What follows belongs to an exercise in optimizing a design on an open flow for small area, a short achievable clock period and few clock cycles; a production flow would make more cautious choices. Function was checked by simulation only, so behaviour that the tests miss may differ from the original. Power figures rest on the tool's default switching activity, not on a simulated workload.

==> design/flow/design.v <==
module ffCalc (
	input clk,					 
	input strobe,				 
	input [3:0] token,			 
	output ready,				 
	output reg [3:0] answer		 
);
	parameter token_ADD	= 4'hA;
	parameter token_SUB	= 4'hB;
	parameter token_MUL	= 4'hC;
	parameter token_DIV	= 4'hD;
	parameter token_EQU	= 4'hE;
	parameter token_CLR	= 4'hF;
	parameter pend_NEW   = 2'd0;  
	parameter pend_FIRST = 2'd1;  
	parameter pend_MUL   = 2'd2;  
	parameter pend_DIV   = 2'd3;  
	reg [3:0] term;
	reg neg;
	reg [1:0] pend;
	wire clear = strobe & (token_CLR==token);
	wire is_number = ~token[3] | (token[2:1]==2'b00);
	wire is_equal = (token_EQU==token);
	wire is_addsub = (token[3:1]==3'b101);  
	wire is_first = (pend_FIRST==pend);
	wire [4:0] total5 = {answer, 1'b1} + {term ^ {4{neg}}, neg};
	wire [3:0] total = total5[4:1];
	wire [3:0] prod;
	wire [3:0] quot;
	FoldMul fold_mul(.term(term), .digit(token), .prod(prod));
	FoldDiv fold_div(.term(term), .digit(token), .quot(quot));
	reg [3:0] folded;
	always @* begin
		case (pend)
			pend_MUL : folded = prod;
			pend_DIV : folded = quot;
			default  : folded = token;
		endcase
	end
	always @(posedge clk) begin
		if (strobe & token[3] & (token[2] | token[1]))  
			pend <= {~token[1], token[2] & token[0]};
	end
	always @(posedge clk) begin
		if (strobe & is_number) term <= folded;
	end
	always @(posedge clk) begin
		if (clear) neg <= 1'b0;
		else if (strobe & is_addsub) neg <= token[0];  
	end
	always @(posedge clk) begin
		if (clear | (strobe & is_equal & is_first)) answer <= 4'd0;
		else if (strobe & (is_addsub | is_equal)) answer <= total;
	end
	assign ready = 1'b1;
endmodule
module FoldMul (
	input [3:0] term,
	input [3:0] digit,
	output [3:0] prod
);
	assign prod = term * digit;
endmodule
module FoldDiv (
	input [3:0] term,
	input [3:0] digit,
	output reg [3:0] quot
);
	function [3:0] div3(input [3:0] t);
		case (t)
			4'd0: div3 = 4'd0;
			4'd1: div3 = 4'd0;
			4'd2: div3 = 4'd0;
			4'd3: div3 = 4'd1;
			4'd4: div3 = 4'd1;
			4'd5: div3 = 4'd1;
			4'd6: div3 = 4'd2;
			4'd7: div3 = 4'd2;
			4'd8: div3 = 4'd2;
			4'd9: div3 = 4'd3;
			4'd10: div3 = 4'd3;
			4'd11: div3 = 4'd3;
			4'd12: div3 = 4'd4;
			4'd13: div3 = 4'd4;
			4'd14: div3 = 4'd4;
			4'd15: div3 = 4'd5;
		endcase
	endfunction
	function [3:0] div5(input [3:0] t);
		case (t)
			4'd0: div5 = 4'd0;
			4'd1: div5 = 4'd0;
			4'd2: div5 = 4'd0;
			4'd3: div5 = 4'd0;
			4'd4: div5 = 4'd0;
			4'd5: div5 = 4'd1;
			4'd6: div5 = 4'd1;
			4'd7: div5 = 4'd1;
			4'd8: div5 = 4'd1;
			4'd9: div5 = 4'd1;
			4'd10: div5 = 4'd2;
			4'd11: div5 = 4'd2;
			4'd12: div5 = 4'd2;
			4'd13: div5 = 4'd2;
			4'd14: div5 = 4'd2;
			4'd15: div5 = 4'd3;
		endcase
	endfunction
	function [3:0] div6(input [3:0] t);
		case (t)
			4'd0: div6 = 4'd0;
			4'd1: div6 = 4'd0;
			4'd2: div6 = 4'd0;
			4'd3: div6 = 4'd0;
			4'd4: div6 = 4'd0;
			4'd5: div6 = 4'd0;
			4'd6: div6 = 4'd1;
			4'd7: div6 = 4'd1;
			4'd8: div6 = 4'd1;
			4'd9: div6 = 4'd1;
			4'd10: div6 = 4'd1;
			4'd11: div6 = 4'd1;
			4'd12: div6 = 4'd2;
			4'd13: div6 = 4'd2;
			4'd14: div6 = 4'd2;
			4'd15: div6 = 4'd2;
		endcase
	endfunction
	function [3:0] div7(input [3:0] t);
		case (t)
			4'd0: div7 = 4'd0;
			4'd1: div7 = 4'd0;
			4'd2: div7 = 4'd0;
			4'd3: div7 = 4'd0;
			4'd4: div7 = 4'd0;
			4'd5: div7 = 4'd0;
			4'd6: div7 = 4'd0;
			4'd7: div7 = 4'd1;
			4'd8: div7 = 4'd1;
			4'd9: div7 = 4'd1;
			4'd10: div7 = 4'd1;
			4'd11: div7 = 4'd1;
			4'd12: div7 = 4'd1;
			4'd13: div7 = 4'd1;
			4'd14: div7 = 4'd2;
			4'd15: div7 = 4'd2;
		endcase
	endfunction
	always @* begin
		if (digit[3]) begin
			quot = digit[0] ? {3'd0, term[3] & (term[2:0] != 3'd0)} : {3'd0, term[3]};
		end else begin
			case (digit[2:0])
				3'd0 : quot = 4'hF;  
				3'd1 : quot = term;
				3'd2 : quot = {1'b0, term[3:1]};
				3'd3 : quot = div3(term);
				3'd4 : quot = {2'd0, term[3:2]};
				3'd5 : quot = div5(term);
				3'd6 : quot = div6(term);
				default : quot = div7(term);
			endcase
		end
	end
endmodule
==> design/flow/flow/run.sh <==
#!/bin/bash
# Layout flow: the standard synthesis, then the combinational logic is
# mapped again with an area-oriented ABC script (registers, their names and
# cell types are kept), then the standard layout from floorplan to finish,
# with the port buffers made of buf_2 cells.
set -euo pipefail
WORK=$(pwd)
RES=$WORK/orfs/results/$FLOW_PLATFORM/ffCalc/base
LIB=$FLOW_HOME/platforms/sky130hd/lib/sky130_fd_sc_hd__tt_025C_1v80.lib

# 1. standard synthesis
bash standard.sh $RES/1_2_yosys.v > $WORK/1_synth.log 2>&1
cp $RES/1_2_yosys.v $WORK/1_2_yosys.standard.v

# 2. re-map the combinational logic
DONT_USE=$(sed -n 's/^export DONT_USE_CELLS += //p; /^    sky130/p' $FLOW_HOME/platforms/sky130hd/config.mk | tr -d '\\' | tr -s ' \n' ' ')
DU_ARGS=""
for c in $DONT_USE; do DU_ARGS="$DU_ARGS -dont_use $c"; done
cat > $WORK/remap.ys <<EOT
read_liberty -ignore_miss_func $LIB
blackbox sky130_fd_sc_hd__dfxtp_1 sky130_fd_sc_hd__edfxtp_1
read_verilog $WORK/1_2_yosys.standard.v
hierarchy -top $FLOW_TOP
flatten
opt_clean
abc -liberty $LIB $DU_ARGS -script $WORK/flow/area.abc
opt_clean -purge
rename -hide w:*.*
hilomap -singleton -hicell sky130_fd_sc_hd__conb_1 HI -locell sky130_fd_sc_hd__conb_1 LO
stat -liberty $LIB
write_verilog -noattr -nohex -nodec $WORK/1_2_yosys.remap.v
EOT
yosys -s $WORK/remap.ys > $WORK/2_remap.log 2>&1
if grep -q 'assign .* >> ' $WORK/1_2_yosys.remap.v; then echo "remap left unmapped logic" >&2; exit 1; fi
cp $WORK/1_2_yosys.remap.v $RES/1_2_yosys.v
touch $RES/1_2_yosys.v

# 3. standard layout from the re-mapped netlist
bash standard.sh "BUFFER_PORTS_ARGS=-buffer_cell sky130_fd_sc_hd__buf_2" finish > $WORK/3_layout.log 2>&1
==> design/flow/flow/area.abc <==
strash
&get -n
&fraig -x
&put
scorr
dc2
strash
dc2
strash
&get -n
&dch -f
&nf -R 1000
&put
==> design/flow/standard.sh <==
#!/bin/bash
# synth_recipe.tcl (not shown) runs the flow's synth.tcl, then flattens the netlist and writes it again
# the make line also repeats each setting of config.mk as NAME=value (left out here)
make -C /OpenROAD-flow-scripts/flow DESIGN_CONFIG=/design/flow/config.mk WORK_HOME=/design/flow/orfs CLKGATE_MAP_FILE= SYNTH_SCRIPT=/design/flow/synth_recipe.tcl "${@:-finish}"
==> design/flow/config.mk <==
export PLATFORM = sky130hd
export DESIGN_NAME = ffCalc
export DESIGN_NICKNAME = ffCalc
export VERILOG_FILES = /design/flow/design.v
export SDC_FILE = /design/flow/constraint.sdc
export NUM_CORES = 4
export LEC_CHECK = 0
export ABC_AREA = 1
export CAP_MARGIN = 20
export CORE_AREA = 2.3 2.72 62.56 62.56
export DIE_AREA = 0 0 64.6 64.6
export SETUP_SLACK_MARGIN = 3.4
export SLEW_MARGIN = 20
export SYNTH_HIERARCHICAL = 1
==> design/flow/constraint.sdc <==
create_clock -name core_clock -period 6.0 [get_ports {clk}]
set_input_delay 1.2000 -clock core_clock [delete_from_list [all_inputs] [get_ports {clk}]]
set_output_delay 1.2000 -clock core_clock [all_outputs]
set_load 0.01 [all_outputs]
==> metrics.csv, run 1 <==
metric;value;unit
clockBufferDepth;2;
reg2reg_depth;8;
syn_area_per_cell;7.40;sq um
dp_hpwl;1730;microns
clkLatencyLatePin;0.24;ns
powerDensity;276;mW/mm^2
drt_iter0_drc;55;
rsz0062_at_grt;yes;
dp.cells;186;
cts_made_buffers;3;
hold_viol_final;0;
die_area;0.00417;sq mm
fin_ws;3.39;ns
io_pins;11;
grt_max_degree;18;
cp_data_required_time;5.98;ns
die_h;64.6;microns
design.core.area;0.00361;sq mm
worstMarginPinSlew;0.611;ns
synth_area;955;sq um
slew_headroom;0.593;
htree_levels;1;
wl_per_cell;12.9;microns
antenna_left;0;
setup.worst_path.start_class;input port;
maxCapViolations;0;
die_x;64.6;microns
hold_path.class;flop to flop;
pre_cts_slack;2.94;ns
wirelength;2470;microns
final_nets;151;
path_clk_slew;0.05;ns
area_growth;20.3;%
cts-root-buf;clkbuf_8;
clkSinkCount;11;
vias;1004;
fp-row-count;22;
viasPerCell;5.23;
drive_gt1_frac;0.118;
min_to;answer[3]$_SDFFE_PP0P_;
r2r-end;term[3]$_DFFE_PP_;
outcome;timing/DRC/antenna clean;
fin_cells;192;
ys_warn_count;8;
first_pass_iters;4;
cts_hold_buf;0;
p_leak;0.405;nW
worstSetupPathType;input port to flop;
fin_skew;0.00731;ns
finalMaxSlewViolations;0;
min-delay-start;answer[3]$_SDFFE_PP0P_;
multi_input_area;657;sq um
grtUsageTotal;0.126;
cp-end-kind;flop;
grt_pass1_wl;4080;microns
n_fill_cell;393;
ir_worst_vdd;81.5;uV
arrival;2.58;ns
synth_cells;129;
register_area;280;sq um
fin_crit_sh;0.434;
r2r_slack;3.69;ns
min_period;2.61;ns
initial_core_util;0.265;
synth.net_count;135;
route.detailed.drc;0;
fin_tns_setup;0;ns
gp_congestion;0.842;
antenna_found_initial;0;
grt_overflow;0;
grt_pass1_vias;855;
diodes;0;
setup_viol;0;
clock.fmax;384;MHz
cts_tree;yes;
reg2reg_from;term[0]$_DFFE_PP_;
crit_fanout;14;
portBuffers;9;
holdPathStages;2;
## metal layers
metal / routed length (microns) / GRT usage
met4: 63 / 0.0559
met2: 1030 / 0.177
met3: 121 / 0.0208
met5: 0 / 0
met1: 1260 / 0.185
## worst max-delay path, stage by stage
cell and delay [ns]:
buf_6 0.13, nand4_1 0.14, nand3_1 0.11, nand2_2 0.14, a31oi_1 0.09, a221oi_2 0.22
xnor2_1 0.16, xnor2_1 0.09, a221o_1 0.30
## cells in the final DEF (no fill, tap or decap), types with 2 or more instances in the layout
master	instances
nor2_1	14
a22oi_1	2
o21ai_0	9
edfxtp_1	6
buf_2	6
nand2_1	23
nand2b_1	2
nand3_1	3
a21oi_1	10
xnor2_1	10
nand4_1	2
a31oi_1	8
a32o_1	2
nor4_1	3
buf_4	2
clkbuf_8	3
clkinv_1	6
dfxtp_1	5
a221o_1	2
buf_6	3
xor2_1	6
## cell type report
type | count | share of cell area
Clock buffer | 4 | 0.0392
Inverter | 7 | 0.0240
Multi-Input combinational cell | 111 | 0.572
Sequential cell | 11 | 0.244
Tap cell | 48 | 0.0523
Timing Repair Buffer | 11 | 0.0686
## state kept, by name, indices dropped and copies added, names as in the netlist
| name | count |
|---|---|
| neg | 1 |
| term | 4 |
| answer | 4 |
| pend | 2 |
## how the worst max path moves through the flow
stage / startpoint / end / slack (ns) / cells after the start
after floorplan: token[2] / term[3]$_DFFE_PP_ / 3.35 / 8
after global placement: token[0] / term[0]$_DFFE_PP_ / 2.95 / 9
after detailed placement: token[2] / term[3]$_DFFE_PP_ / 2.94 / 8
after CTS: token[2] / term[3]$_DFFE_PP_ / 3.42 / 9
after global routing: token[1] / term[3]$_DFFE_PP_ / 3.26 / 9
final: token[1] / term[3]$_DFFE_PP_ / 3.39 / 9
## stage by stage
step / power, mW / utilization / hold slack, ns / area, sq um
final: 0.317 / 0.319 / 0.493 / 1150
after global routing: 0.339 / 0.319 / 0.533 / 1150
after CTS: 0.319 / 0.319 / 0.499 / 1150
after detailed placement: 0.243 / 0.294 / 0.490 / 1060
after global placement: 0.241 / 0.294 / 0.484 / 1060
after floorplan: 0.210 / - / 0.506 / 955
## repair_timing
item,in CTS,in global routing
setup buffers,2,0
pin swaps,5,2
gates cloned,0,0
resized for setup,9,0
setup endpoints to repair,2,2
## power by group
group	switching (mW)	total (mW)	internal (mW)
clock	0.0266	0.0732	0.0466
combinational	0.0626	0.124	0.0617
sequential	0.0243	0.119	0.0951
Testbench counts, summed over its fixed seeds: cycles 35,318.
==> run 2, diff against run 1 <==
==> design/flow/flow/area.abc (replaced) <==
strash
&get -n
&fraig -x
&put
scorr
dc2
strash
dc2
strash
&get -n
&dch -f
&nf -R 1000
&put
&get -n
&dch -f
&nf
&put
--- a/design/flow/config.mk
+++ b/design/flow/config.mk
@@ -9,6 +9,6 @@
 export CAP_MARGIN = 20
 export CORE_AREA = 2.3 2.72 62.56 62.56
 export DIE_AREA = 0 0 64.6 64.6
-export SETUP_SLACK_MARGIN = 3.4
+export SETUP_SLACK_MARGIN = 3.5
 export SLEW_MARGIN = 20
 export SYNTH_HIERARCHICAL = 1
==> run 2 against run 1 <==
Effect of this change: still clean on timing, DRC and antenna; die area unchanged; critical path type unchanged; combinational power decreased by 3%; clock skew decreased by 0.0016 ns; hold slack improved by 0.039 ns; power decreased by 2.3%; first-iteration DRC count increased by 3.6%; non-clock buffer count decreased by 2; clock-buffer cell count unchanged.
==> metrics.csv, run 2 <==
metric;value;unit
die_h;64.6;microns
fin_cells;182;
cts_tree;yes;
layout.cells.most_common_list;nand2_1, a21oi_1, nor2_1, xnor2_1, o21ai_0;
design.core.area;0.00361;sq mm
ys_warn_count;8;
route.detailed.drc;0;
cts_hold_buf;0;
n_fill_cell;386;
die_x;64.6;microns
reg2reg_from;term[2]$_DFFE_PP_;
hold_viol_final;0;
cts-root-buf;clkbuf_8;
grtUsageTotal;0.114;
top_regs;answer (4), term (4), pend (2);
fin_tns_setup;0;ns
crit_fanout;16;
first_pass_iters;4;
synth_cells;121;
drive_gt1_frac;0.119;
vias;956;
dp_hpwl;1660;microns
fin_skew;0.00567;ns
syn_area_per_cell;7.77;sq um
antenna_left;0;
hold_path.class;flop to flop;
antenna_found_initial;0;
drt_iter0_drc;57;
r2r_slack;3.93;ns
arrival;2.37;ns
crit_family;compound AO/OA/AOI/OAI gates;
grt_overflow;0;
crit_buf_inv;1;
worstSetupEndpoint;term[3]$_DFFE_PP_;
setup_viol;0;
portBuffers;9;
post_cts_buffers;0;
grt_max_degree;19;
maxCapViolations;0;
clock.fmax;417;MHz
cp_cell_sequence;buf_4 -> and4_4 -> a21o_1 -> o221ai_2 -> xnor2_1 -> xnor2_1 -> o21ai_0;
synth.net_count;127;
synth_area;940;sq um
clockBufferDepth;2;
setup.worst_path.start_class;input port;
post-route-util;0.311;
final_common_cell;nand2_1;
final_nets;141;
cp_data_required_time;5.97;ns
fp-row-count;22;
grt_pass1_vias;892;
initial_core_util;0.261;
grt_pass1_wl;3800;microns
clkSinkCount;11;
min-delay-start;answer[0]$_SDFFE_PP0P_;
cp-end-kind;flop;
dp.cells;178;
cp_slowest_cell;and4_4;
powerDensity;277;mW/mm^2
p_total;0.310;mW
ir_worst_vdd;83.4;uV
reg2reg_depth;6;
min_period;2.40;ns
htree_levels;1;
die_area;0.00417;sq mm
holdWs;0.533;ns
outcome;timing/DRC/antenna clean;
rsz0062_at_grt;yes;
crit_path_frequent_cell;xnor2_1;
worst-path-stages;7;
path_clk_slew;0.05;ns
slowest_delay;0.26;ns
diodes;0;
wl_per_cell;12.7;microns
cts_made_buffers;3;
area_growth;19.2;%
io_pins;11;
startpoint;token[2];
viasPerCell;5.25;
fin_crit_sh;0.400;
wirelength;2310;microns
p_leak;0.382;nW
finalMaxSlewViolations;0;
gp_congestion;0.819;
clkLatencyLatePin;0.23;ns
r2r-end;term[3]$_DFFE_PP_;
worstSetupPathType;input port to flop;
-- run 2: metrics by stage --
step	setup WS (ns)	instance area [sq um]
after floorplan	3.63	940
after global routing	3.49	1120
after detailed placement	3.23	1040
after CTS	3.52	1090
after global placement	3.34	1040
final	3.60	1120
-- run 2: timing repair --
action | in CTS | in global routing
endpoints found under the setup margin | 1 | 1
pin swaps | 0 | 1
gates resized for setup | 2 | 5
cloned | 0 | 0
-- run 2: area by class of cell --
type | instances | area (sq um) | share of cell area
clock buffers | 4 | 45.0 | 0.0402
inverters | 4 | 15.0 | 0.0134
multi-input cells | 106 | 666 | 0.594
flip-flops and latches | 11 | 280 | 0.250
well taps | 48 | 60.1 | 0.0536
repair buffers | 9 | 53.8 | 0.0480
-- run 2: tightest hold or removal path, delay by kind of cell, from the launching register on --
kind / cells / cell delay [ns]
simple gates: 1 / 0.09
flops: 1 / 0.36
compound gates: 1 / 0.05
-- run 2: worst min path at each step --
stage	to	slack, ns	cells after the start
6_report	answer[0]$_SDFFE_PP0P_	0.53	2
4_1_cts	answer[0]$_SDFFE_PP0P_	0.54	2
3_5_place_dp	answer[0]$_SDFFE_PP0P_	0.53	2
3_3_place_gp	answer[0]$_SDFFE_PP0P_	0.52	2
2_1_floorplan	answer[0]$_SDFFE_PP0P_	0.55	2
5_1_grt	answer[3]$_SDFFE_PP0P_	0.58	1
-- run 2: per-layer routing --
layer,GRT usage,vias up,share of wire
met5,0,-,0
met4,0.0239,0,0.0065
met3,0.0208,2,0.056
met2,0.208,30,0.50
met1,0.138,451,0.44
li1,-,473,-
-- run 2: power breakdown --
| part | internal, mW | total, mW | leakage (nW) | switching (mW) |
|---|---|---|---|---|
| clock network | 0.0465 | 0.0723 | 0.0228 | 0.0258 |
| registers | 0.0953 | 0.118 | 0.0984 | 0.0223 |
| logic | 0.0611 | 0.120 | 0.261 | 0.0586 |
| total | 0.203 | 0.310 | 0.382 | 0.107 |
==> run 3, diff against run 2 <==
--- a/design/flow/flow/run.sh
+++ b/design/flow/flow/run.sh
@@ -36,4 +36,4 @@
 touch $RES/1_2_yosys.v
 
 # 3. standard layout from the re-mapped netlist
-bash standard.sh "BUFFER_PORTS_ARGS=-buffer_cell sky130_fd_sc_hd__buf_2" finish > $WORK/3_layout.log 2>&1
+bash standard.sh "BUFFER_PORTS_ARGS=-buffer_cell sky130_fd_sc_hd__buf_1" finish > $WORK/3_layout.log 2>&1
--- a/design/flow/config.mk
+++ b/design/flow/config.mk
@@ -8,6 +8,7 @@
 export ABC_AREA = 1
 export CAP_MARGIN = 20
 export CORE_AREA = 2.3 2.72 62.56 62.56
+export CTS_BUF_LIST = sky130_fd_sc_hd__clkbuf_2
 export DIE_AREA = 0 0 64.6 64.6
 export SETUP_SLACK_MARGIN = 3.5
 export SLEW_MARGIN = 20
==> run 3 against run 2 <==
Effect of this change: worst setup slack improved by 0.016 ns; utilization shrank 1.5 points; first-iteration DRC count is 33% lower; die area is the same; sequential share of layout area rose by 1.2 points; critical path type unchanged; largest power group is now registers.
==> metrics.csv, run 3 <==
metric;value;unit
dp.cells;178;
die_x;64.6;microns
p_total;0.271;mW
layout.cells.most_common_list;nand2_1, a21oi_1, nor2_1, xnor2_1, o21ai_0;
switching_power;0.101;mW
internal_power;0.170;mW
portBuffers;9;
drt_iter0_drc;38;
grt_max_degree;19;
final_common_cell;nand2_1;
min-delay-start;answer[3]$_SDFFE_PP0P_;
worstMarginPinSlew;0.515;ns
grt_pass1_vias;829;
multi_input_area;647;sq um
p_comb_frac;0.417;
setup.worst_path.start_class;input port;
reg2reg_from;term[2]$_DFFE_PP_;
clkLatencyLatePin;0.25;ns
outcome;timing/DRC/antenna clean;
ir_worst_vdd;74.4;uV
wirelength;2210;microns
startpoint;token[1];
top_regs;answer (4), term (4), pend (2);
cp-end-kind;flop;
first_pass_iters;4;
die_area;0.00417;sq mm
diodes;0;
syn_area_per_cell;7.77;sq um
hold_viol_final;0;
fin_cells;182;
cts-root-buf;clkbuf_2;
ys_warn_count;8;
antenna_found_initial;0;
gp_congestion;0.789;
setup_viol;0;
die_h;64.6;microns
fin_crit_sh;0.397;
crit_fanout;18;
min_period;2.38;ns
grtUsageTotal;0.118;
netSwitchingFraction;0.372;
slew_headroom;0.657;
wl_per_cell;12.1;microns
grt_pass1_wl;3960;microns
powerDensity;254;mW/mm^2
cts_made_buffers;3;
fin_skew;0.0135;ns
antenna_left;0;
grt_overflow;0;
maxCapViolations;0;
cts_tree;yes;
final_nets;141;
viasPerCell;5.03;
fp-row-count;22;
design.core.area;0.00361;sq mm
path_clk_slew;0.12;ns
power_frac_seq;0.431;
route.detailed.drc;0;
fin_tns_setup;0;ns
io_pins;11;
synth_area;940;sq um
reg2reg_depth;6;
hold_path.class;flop to flop;
worstSetupPathType;input port to flop;
n_fill_cell;376;
dp_hpwl;1580;microns
clkSinkCount;11;
arrival;2.37;ns
clock.fmax;419;MHz
cts_hold_buf;0;
finalMaxSlewViolations;0;
register_area;280;sq um
p_leak;0.354;nW
htree_levels;1;
initial_core_util;0.261;
clockBufferDepth;2;
area_growth;13.6;%
holdPathStages;1;
post_cts_buffers;0;
cp_data_required_time;5.99;ns
vias;916;
clkPwrFrac;0.152;
holdWs;0.547;ns
drive_gt1_frac;0.0597;
rsz0062_at_grt;no;
synth.net_count;127;
synth_cells;121;
==> run 3: final timing paths <==
check                           end  slack [ns]
min reg2reg  answer[3]$_SDFFE_PP0P_        0.55
max reg2reg       term[3]$_DFFE_PP_        3.95
min          answer[3]$_SDFFE_PP0P_        0.55
max               term[3]$_DFFE_PP_        3.62
==> run 3: power by group through the flow <==
| stage | clock [mW] | sequential, mW | combinational [mW] |
|---|---|---|---|
| detailed placement | 0 | 0.119 | 0.112 |
| global route | 0.0451 | 0.120 | 0.131 |
| floorplan | 0 | 0.118 | 0.0858 |
| global placement | 0 | 0.118 | 0.111 |
| finish | 0.0412 | 0.117 | 0.113 |
| CTS | 0.0419 | 0.117 | 0.113 |
==> run 3: metrics by stage <==
stage | setup slack [ns] | instance area [sq um] | utilization
global placement | 3.04 | 1030 | 0.287
detailed placement | 2.96 | 1030 | 0.287
global route | 3.51 | 1070 | 0.296
CTS | 3.52 | 1060 | 0.293
floorplan | 3.63 | 940 | -
finish | 3.62 | 1070 | 0.296
==> run 3: critical path, stage by stage <==
cell and delay [ns]:
clkbuf_4 0.22, and4_4 0.27, a21o_1 0.12, xor2_1 0.22, a21oi_1 0.11, xnor2_1 0.15
o21ai_0 0.08
==> run 3: routing by layer <==
layer	global-route usage	share of wire	vias up
met4	0.0266	0	0
met3	0.0104	0.038	0
met5	0	0	-
li1	-	-	473
met2	0.186	0.47	26
met1	0.173	0.49	417
==> run 3: final cells by class <==
| class | count | area share |
|---|---|---|
| well taps | 48 | 0.0563 |
| flip-flops and latches | 11 | 0.263 |
| inverters | 4 | 0.0141 |
| multi-input cells | 106 | 0.606 |
| repair buffers | 9 | 0.0422 |
| clock buffers | 4 | 0.0188 |
==> run 3: what timing repair did <==
action                     in CTS  in global routing
pin swaps                       0                  1
resized for setup               3                  6
setup endpoints to repair       4                  3
==> run 4, diff against run 3 <==
--- a/design/flow/flow/run.sh
+++ b/design/flow/flow/run.sh
@@ -2,7 +2,7 @@
 # Layout flow: the standard synthesis, then the combinational logic is
 # mapped again with an area-oriented ABC script (registers, their names and
 # cell types are kept), then the standard layout from floorplan to finish,
-# with the port buffers made of buf_2 cells.
+# with the port buffers made of buf_1 cells.
 set -euo pipefail
 WORK=$(pwd)
 RES=$WORK/orfs/results/$FLOW_PLATFORM/ffCalc/base
==> run 4 against run 3 <==
Effect of this change: maximum frequency stayed put; clock-buffer cell count stayed put; sequential power hardly changed; combinational power hardly changed; power stayed put; sequential share of layout area stayed put; final area stayed put; final cell count stayed put; first-iteration DRC count stayed put; highest routed layer unchanged.
==> metrics.csv, run 4 <==
metric;value;unit
outcome;timing/DRC/antenna clean;
drt_iter0_drc;38;
grt_pass1_vias;829;
clockBufferDepth;2;
dpl-instance-area;0.00103;sq mm
setup.worst_path.start_class;input port;
fin_crit_sh;0.397;
clkSinkCount;11;
io_pins;11;
portBuffers;9;
layout.cells.most_common_list;nand2_1, a21oi_1, nor2_1, xnor2_1, o21ai_0;
arrival;2.37;ns
htree_levels;1;
slew_headroom;0.657;
worstSetupPathType;input port to flop;
fin_tns_setup;0;ns
n_fill_cell;376;
crit_fanout;18;
p_leak;0.354;nW
min_period;2.38;ns
route.detailed.drc;0;
met1_usage;0.173;
dp_hpwl;1580;microns
die_x;64.6;microns
hold_viol_final;0;
maxCapViolations;0;
rsz0062_at_grt;no;
wirelength;2210;microns
first_pass_iters;4;
clkLatencyLatePin;0.25;ns
ys_warn_count;8;
fin_skew;0.0135;ns
grtUsageMet3;0.0104;
antenna_left;0;
synth_cells;121;
top_regs;answer (4), term (4), pend (2);
initial_core_util;0.261;
drive_gt1_frac;0.0597;
cts_hold_buf;0;
cts_tree;yes;
worstMarginPinSlew;0.515;ns
fin_ws;3.62;ns
powerDensity;254;mW/mm^2
pre_cts_slack;2.96;ns
grt_max_degree;19;
grt_overflow;0;
viasPerCell;5.03;
die_h;64.6;microns
hold_path.class;flop to flop;
path_clk_slew;0.12;ns
synth.net_count;127;
clock.fmax;419;MHz
finalMaxSlewViolations;0;
fp-row-count;22;
ir_worst_vdd;74.4;uV
design.core.area;0.00361;sq mm
setup_viol;0;
final_common_cell;nand2_1;
diodes;0;
grtUsageTotal;0.118;
grtUsageMet2;0.186;
wl_per_cell;12.1;microns
final_nets;141;
cts_made_buffers;3;
syn_area_per_cell;7.77;sq um
vias;916;
die_area;0.00417;sq mm
cts-root-buf;clkbuf_2;
grt_pass1_wl;3960;microns
area_growth;13.6;%
cp-end-kind;flop;
cp_data_required_time;5.99;ns
gp_congestion;0.789;
grt_busiest_layer;met2;
fin_area;0.00107;sq mm
synth_area;940;sq um
antenna_found_initial;0;
post_cts_buffers;0;
run 4: worst paths after layout:
kind,from,end,slack (ns),cells past startpoint
worst max-delay path,token[1],term[3]$_DFFE_PP_,3.62,7
worst min-delay path,answer[3]$_SDFFE_PP0P_,answer[3]$_SDFFE_PP0P_,0.55,1
worst max register to register,term[2]$_DFFE_PP_,term[3]$_DFFE_PP_,3.95,6
worst min register to register,answer[3]$_SDFFE_PP0P_,answer[3]$_SDFFE_PP0P_,0.55,1
run 4: critical path, cell delays in order:
cell      delay, ns
clkbuf_4       0.22
and4_4         0.27
a21o_1         0.12
xor2_1         0.22
a21oi_1        0.11
xnor2_1        0.15
o21ai_0        0.08
run 4: layout make-up:
| class | instances | area, sq um | share of cell area |
|---|---|---|---|
| clock buffer | 4 | 20.0 | 0.0188 |
| multi-input combinational | 106 | 647 | 0.606 |
| timing repair buffer | 9 | 45.0 | 0.0422 |
| sequential | 11 | 280 | 0.263 |
| inverter | 4 | 15.0 | 0.0141 |
| tap | 48 | 60.1 | 0.0563 |
run 4: report_power, final:
group / switching (mW) / leakage, nW / total (mW) / internal [mW]
logic: 0.0554 / 0.239 / 0.113 / 0.0577
registers: 0.0219 / 0.0984 / 0.117 / 0.0949
clock network: 0.0235 / 0.0166 / 0.0412 / 0.0177
run 4: timing repair:
item	in CTS	in global routing
endpoints found under the setup margin	4	3
pin swaps	0	1
resized for setup	3	6
run 4: metrics by stage:
| step | power [mW] | utilization | instances | hold slack, ns |
|---|---|---|---|---|
| floorplan | 0.204 | - | 121 | 0.549 |
| global placement | 0.229 | 0.287 | 178 | 0.519 |
| detailed placement | 0.231 | 0.287 | 178 | 0.526 |
| CTS | 0.272 | 0.293 | 182 | 0.553 |
| global route | 0.296 | 0.296 | 182 | 0.589 |
| finish | 0.271 | 0.296 | 182 | 0.547 |
run 4: routing by layer:
layer  routed length [microns]  vias up
li1                          -      473
met3                        84        0
met1                      1090      417
met2                      1040       26
met5                         0        -
met4                         0        0
==> run 5, diff against run 4 <==
--- a/design/flow/config.mk
+++ b/design/flow/config.mk
@@ -10,6 +10,6 @@
 export CORE_AREA = 2.3 2.72 62.56 62.56
 export CTS_BUF_LIST = sky130_fd_sc_hd__clkbuf_2
 export DIE_AREA = 0 0 64.6 64.6
-export SETUP_SLACK_MARGIN = 3.5
+export SETUP_SLACK_MARGIN = 3.6
 export SLEW_MARGIN = 20
 export SYNTH_HIERARCHICAL = 1
==> run 5 against run 4 <==
Effect of this change: clock power barely moved; sequential share of layout area shrank 0.48 points; global-route usage up 0.15 points; critical path depth did not move; non-clock buffer count is the same; die area did not move; final cell count is the same; flip-flop and latch count did not move; clock skew rose by 0.00085 ns; register-to-register slack about the same; utilization is 0.56 points higher; worst setup slack gained 0.055 ns.
==> metrics.csv, run 5 <==
metric;value;unit
die_h;64.6;microns
antenna_left;0;
synth.net_count;127;
fin_crit_sh;0.388;
holdWs;0.547;ns
final_common_cell;nand2_1;
setup.worst_path.start_class;input port;
cp_data_required_time;5.99;ns
min-delay-start;answer[3]$_SDFFE_PP0P_;
wl_per_cell;12.2;microns
path_clk_slew;0.12;ns
met2_length;1040;microns
grt_max_degree;19;
die_area;0.00417;sq mm
dpl-instance-area;0.00103;sq mm
register_area;280;sq um
cts_tree;yes;
antenna_found_initial;0;
portBuffers;9;
slew_headroom;0.655;
clock.fmax;429;MHz
drt_iter0_drc;42;
reg2reg_depth;6;
hold_path.class;flop to flop;
startpoint;token[1];
grt_overflow;0;
ys_warn_count;8;
route.detailed.drc;0;
worstMarginPinSlew;0.517;ns
layout.cells.most_common_list;nand2_1, a21oi_1, nor2_1, xnor2_1, o21ai_0;
cts_hold_buf;0;
grt_pass1_vias;845;
dp.cells;178;
holdPathStages;1;
first_pass_iters;4;
r2r-end;term[3]$_DFFE_PP_;
powerDensity;251;mW/mm^2
initial_core_util;0.261;
drive_gt1_frac;0.0746;
min_period;2.33;ns
route.met3.wl;77;microns
diodes;0;
cts_made_buffers;3;
arrival;2.32;ns
maxCapViolations;0;
outcome;timing/DRC/antenna clean;
top_regs;answer (4), term (4), pend (2);
fin_skew;0.0143;ns
gp_congestion;0.789;
p_leak;0.360;nW
n_fill_cell;377;
viasPerCell;5.12;
reg2reg_from;term[2]$_DFFE_PP_;
fin_cells;182;
die_x;64.6;microns
synth_area;940;sq um
min_to;answer[3]$_SDFFE_PP0P_;
dp_hpwl;1580;microns
crit_fanout;18;
worstSetupPathType;input port to flop;
grtUsageTotal;0.119;
fp-row-count;22;
clockBufferDepth;2;
clkLatencyLatePin;0.25;ns
multi_input_area;659;sq um
htree_levels;1;
final_nets;141;
vias;931;
finalMaxSlewViolations;0;
syn_area_per_cell;7.77;sq um
io_pins;11;
setup_viol;0;
design.core.area;0.00361;sq mm
grt_pass1_wl;4000;microns
cp-end-kind;flop;
ir_worst_vdd;68.6;uV
fin_area;0.00109;sq mm
highest_layer;met3;
area_growth;15.7;%
met1_length;1110;microns
r2r_slack;3.94;ns
wirelength;2230;microns
rsz0062_at_grt;yes;
hold_viol_final;0;
post_cts_buffers;0;
synth_cells;121;
fin_tns_setup;0;ns
clkSinkCount;11;
cts-root-buf;clkbuf_2;
p_total;0.273;mW
run 5: worst max-delay path by stage:
| stage | cells past startpoint | slack, ns | to |
|---|---|---|---|
| 3_3_place_gp | 7 | 3.04 | term[3]$_DFFE_PP_ |
| 5_1_grt | 7 | 3.56 | term[3]$_DFFE_PP_ |
| 4_1_cts | 7 | 3.61 | term[3]$_DFFE_PP_ |
| 2_1_floorplan | 6 | 3.63 | term[3]$_DFFE_PP_ |
| 6_report | 7 | 3.67 | term[3]$_DFFE_PP_ |
| 3_5_place_dp | 7 | 2.96 | term[3]$_DFFE_PP_ |
run 5: per-layer routing:
metal,vias to the layer above,track usage
met3,0,0.0104
met4,0,0.0293
met2,24,0.189
met1,432,0.174
met5,-,0
li1,475,-
run 5: where the power goes:
group | internal (mW) | total, mW | leakage [nW] | switching [mW]
clock | 0.0177 | 0.0411 | 0.0166 | 0.0234
sequential | 0.0949 | 0.117 | 0.0984 | 0.0220
combinational | 0.0587 | 0.115 | 0.245 | 0.0560
run 5: repair_timing:
| action | CTS | global route |
|---|---|---|
| pin swaps | 1 | 1 |
| gates resized for setup | 5 | 9 |
| endpoints found under the setup margin | 7 | 4 |
run 5: layout make-up:
| cell class | count | share of cell area |
|---|---|---|
| Multi-Input combinational cell | 106 | 0.606 |
| Sequential cell | 11 | 0.258 |
| Tap cell | 48 | 0.0552 |
| Timing Repair Buffer | 9 | 0.0483 |
| Clock buffer | 4 | 0.0184 |
| Inverter | 4 | 0.0138 |
run 5: worst max-delay path: stages:
cell and delay [ns]:
buf_6 0.14, and4_4 0.26, a21o_1 0.14, o221ai_1 0.13, xnor2_1 0.22, xnor2_1 0.13
o21ai_0 0.08
run 5: metrics by stage:
stage / worst slack (ns) / util
after CTS: 3.61 / 0.295
after global routing: 3.56 / 0.302
after detailed placement: 2.96 / 0.287
after global placement: 3.04 / 0.287
after floorplan: 3.63 / -
final: 3.67 / 0.302

## what the ideal ports hide
The results above use ideal ports. As a check the final layouts listed here were re-extracted and re-timed, cells and wires unchanged.
Step 1, drivers: a clkbuf_16 drives clk and a buf_2 each remaining input, both assumed.
Step 2 moves the port delays by t, midway between the first and last clock arrival at a register: inputs arrive t later, outputs are due t later. That takes back most of the time a late clock gives input paths.
Three values: ideal ports, drivers, drivers and shift; two values: the first two.
| run | t (ns) | setup slack, ns | hold WS [ns] | latest minus earliest clock arrival (ns) |
|---|---|---|---|---|
| run 1 | 0.259 | 3.395 / 3.387 / 3.128 | 0.493 / 0.493 / 0.493 | 0.007 / 0.007 |
| run 2 | 0.252 | 3.600 / 3.598 / 3.347 | 0.533 / 0.533 / 0.533 | 0.006 / 0.005 |
| run 3 | 0.259 | 3.616 / 3.612 / 3.353 | 0.547 / 0.547 / 0.547 | 0.014 / 0.014 |
| run 4 | 0.259 | 3.616 / 3.612 / 3.353 | 0.547 / 0.547 / 0.547 | 0.014 / 0.014 |
| run 5 | 0.259 | 3.671 / 3.653 / 3.394 | 0.547 / 0.547 / 0.547 | 0.015 / 0.015 |
After both steps setup and hold are still met in every run listed. The setup slack of run 5, which loses most, moves by -0.018 ns with the drivers and by -0.277 ns with both steps.
